Background: an optimization exercise with open tools, aiming at small area. Do not read the settings as production practice. In this exercise RTL edits were held to simulation tests only and were not proved equivalent to the original. Power is estimated from default activity; no workload was simulated.

## pong_core
module pong_core(
	input			clk,
	input			rst,
	input			frame_tick,
	input			game_reset,
	input			p2_up,
	input			p2_down,
	input	[9:0]	hpos,
	input	[9:0]	vpos,
	input			active,
	output reg		pixel,
	output [12:0]	ball_x,
	output [12:0]	ball_y,
	output [12:0]	p1_y,
	output [12:0]	p2_y,
	output [3:0]	direction,
	output reg		goal_p1,
	output reg		goal_p2,
	output reg		nn_up,
	output reg		nn_down,
	output			nn_test
);
Size in the first run: roughly 1500 cells after synthesis, roughly 89 I/O pins, about 9700 um^2 of cells after synthesis.
==> flow/config.mk <==
export PLATFORM = sky130hd
export DESIGN_NAME = pong_core
export DESIGN_NICKNAME = pong_core
export VERILOG_FILES = /design/flow/design.v
export SDC_FILE = /design/flow/constraint.sdc
export NUM_CORES = 4
export LEC_CHECK = 0
export CAP_MARGIN = 20
export CORE_MARGIN = 2
export CORE_UTILIZATION = 40
export SLEW_MARGIN = 20
==> flow/constraint.sdc <==
create_clock -name core_clock -period 25.0 [get_ports {clk}]
set_input_delay 5.0000 -clock core_clock [delete_from_list [all_inputs] [get_ports {clk}]]
set_output_delay 5.0000 -clock core_clock [all_outputs]
set_load 0.01 [all_outputs]
standard.sh (not shown) runs the stock make flow with config.mk's settings and CLKGATE_MAP_FILE= SYNTH_SCRIPT=/design/flow/synth_recipe.tcl, a recipe that flattens the netlist after the stock synthesis.
==> flow/flow/run.sh <==
#!/bin/bash
# The standard layout (the standard.sh) with these changes:
#  - synthesis leaves arithmetic to ABC as plain logic (no extracted
#    half/full-adder cells, no Kogge-Stone carry map) and ABC maps for
#    area (flow/area.abc: &deepsyn then amap); registers, their names and cell types are those
#    of the standard synthesis;
#  - the port buffers are the smallest buffer (buf_1) instead of
#    clkdlybuf4s50_1; every port still gets its own buffer;
#  - clock tree synthesis uses clkbuf_8 and no dummy loads.
set -euo pipefail
WORK=$(pwd)
FLOWDIR=$WORK/flow

# synthesis script: the standard flow's own, with ABC's script swapped for flow/area.abc
{
  printf 'proc abc {args} {\n'
  printf '  set i [lsearch -exact $args -script]\n'
  printf '  if {$i >= 0} { lset args [expr {$i + 1}] {%s} }\n' "$FLOWDIR/area.abc"
  printf '  yosys abc {*}$args\n'
  printf '}\n'
  cat "$WORK/synth_recipe.tcl"
} > "$WORK/area_synth.tcl"

EXTRA="ADDER_MAP_FILE= SYNTH_OPERATIONS_ARGS=-noshare"
EXTRA="$EXTRA 'BUFFER_PORTS_ARGS=-buffer_cell sky130_fd_sc_hd__buf_1'"
EXTRA="$EXTRA 'CTS_ARGS=-sink_clustering_enable -repair_clock_nets -dont_use_dummy_load -buf_list sky130_fd_sc_hd__clkbuf_8'"

sed -e "s#SYNTH_SCRIPT=[^ ]*synth_recipe.tcl#SYNTH_SCRIPT=$WORK/area_synth.tcl#" \
    -e "s#CLKGATE_MAP_FILE= #CLKGATE_MAP_FILE= $EXTRA #" \
    "$WORK/standard.sh" > "$WORK/area_standard.sh"
grep -q "area_synth.tcl" "$WORK/area_standard.sh"
grep -q "dont_use_dummy_load" "$WORK/area_standard.sh"

bash "$WORK/area_standard.sh" > "$WORK/flow_make.log" 2>&1
==> flow/flow/area.abc <==
strash
&get -n
&deepsyn -T 400
&put
dch -f
amap
topo
stime -c
Edit:
--- a/flow/design.v
+++ b/flow/design.v
@@ -192,12 +192,13 @@
 	reg [5:0] s;		 
 	reg signed [17:0] S;	 
 	reg [6:0] H;		 
 	reg [3:0] R0, R1, R2, R3, R4;	 
 	reg [16:0] P, Q;	 
 	reg ph;				 
+	reg fresh;			 
 	reg tst;			 
 	assign nn_test = tst;
 	wire nrun = ~nc[3];			 
 	wire s_init = (s == 6'd0);
 	wire s_neu = (s >= 6'd1) && (s <= 6'd40);
 	wire [5:0] k = s - 6'd1;
@@ -227,18 +228,18 @@
 	wire qb = (t >= dv);
 	wire [4:0] tr = qb ? t - dv : t;
 	wire [5:0] ra = {nc[2:0], s_init ? 3'd5 : (s_m0 | s_m2) ? {2'b11, osel} : gj};
 	wire [7:0] W = (s_z0 | s_z2) ? (osel ? 8'd31 : 8'h80) : rom(ra);
 	wire hb = s_m0 ? H[6] : H[1];
 	wire neg = s_neu & (gb == 3'd7);
-	wire sel = s_init | (s_neu & (qb ^ neg)) | ((s_z0 | s_z2) & (nc == 4'd0)) | ((s_m0 | s_m2) & hb);
+	wire clr = (nc == 4'd0) | fresh;	 
+	wire sel = s_init | (s_neu & (qb ^ neg)) | ((s_z0 | s_z2) & clr) | ((s_m0 | s_m2) & hb);
 	wire zero = s_init | s_z0 | s_z2;
 	wire dbl = (s_neu & (gj == 3'd0) & (gb != 3'd7)) | s_m0 | s_m2;
 	wire signed [17:0] Aop = zero ? 18'sd0 : dbl ? (S <<< 1) : S;
 	wire acc = nrun & (s_a0 | s_a2);		 
-	wire clr = nc == 4'd0;				 
 	wire ld = nrun & (s_z2 | (s == 6'd59));	 
 	wire signed [17:0] Bop = (sel ? $signed({{10{W[7]}}, W} ^ {18{neg}}) : 18'sd0)
 		| ((acc & ~clr) ? $signed({P[16], P}) : 18'sd0);
 	wire signed [17:0] Snext = Aop + Bop + {17'd0, neg & sel};
 	function [6:0] clampv(input [16:0] a);
 		clampv = a[16] ? 7'd0 : (a[15:14] != 2'd0) ? 7'd127 : a[13:7];
@@ -251,21 +252,22 @@
 	wire l2_lt_l0 = ph ? pq_lt : qp_lt;
 	wire [6:0] hc = S[17] ? 7'd0 : (S[16:14] != 3'd0) ? 7'd127 : S[13:7];
 	always @(posedge clk) begin
 		S <= Snext;
 		R0 <= R1; R1 <= R2; R2 <= R3; R3 <= R4; R4 <= tr[3:0];
 		H <= s_z0 ? hc : {H[5:0], H[6]};
+		P <= ld ? S[16:0] : Q;
+		Q <= P;
 		if (rst) begin
 			s <= 6'd63;
 			nn_up <= 1'b0; nn_down <= 1'b0;
-			P <= -17'sd16384; Q <= 17'sd3968; ph <= 1'b0;
+			ph <= 1'b0; fresh <= 1'b1;
 			tst <= 1'b0;
 		end else begin
 			ph <= ~ph;
-			P <= ld ? S[16:0] : Q;
-			Q <= P;
+			if (nrun & s_a2) fresh <= 1'b0;
 			if (frame_tick) begin
 				s <= 6'd0;
 				if (nc == 4'd9) begin nn_up <= ~l0_lt_l2; nn_down <= l0_lt_l2; end
 			end else if (s != 6'd63) s <= s + 6'd1;
 			if (nc == 4'd8 && s_init) tst <= l2_lt_l0;
 		end
What happened: The changed run finished with timing, DRC and antenna clean; power shrinks by 8.5%; core utilization grows by 0.36 points; synthesized cell count shrinks by 5.6%; via count shrinks by 2.9%; critical path depth grows by 20; sequential share of layout area grows by 0.79 points; worst setup slack is worse by 2400 ps; first-iteration DRC count shrinks by 23%; cell count shrinks by 4.5%; combinational power shrinks by 24%; hold slack is worse by 16 ps; global-route usage grows by 0.65 points; non-clock buffer count grows by 3.

==> afterwards: timing with drivers on the ports <==
How much do the figures lean on ideal ports? The routed layouts below were timed once more, with nothing changed but the port constraints. Step 1 assumes that a clkbuf_16 drives the clock port and a buf_2 every other input. Step 2 moves the port delays by t, midway between the first and last clock arrival at a register: inputs arrive t later, outputs are due t later. That takes back most of the time a late clock gives input paths. a / b / c = no drivers / after step 1 / after step 2; a / b = the first two.
| run | t (ns) | slack for setup (ns) | worst hold slack (ns) |
|---|---|---|---|
| the first run | 0.483 | 14.575 / 14.575 / 14.575 | 0.328 / 0.328 / 0.328 |
| the second run | 0.481 | 12.179 / 12.179 / 12.179 | 0.311 / 0.311 / 0.311 |
After both steps every run listed still meets setup and hold.
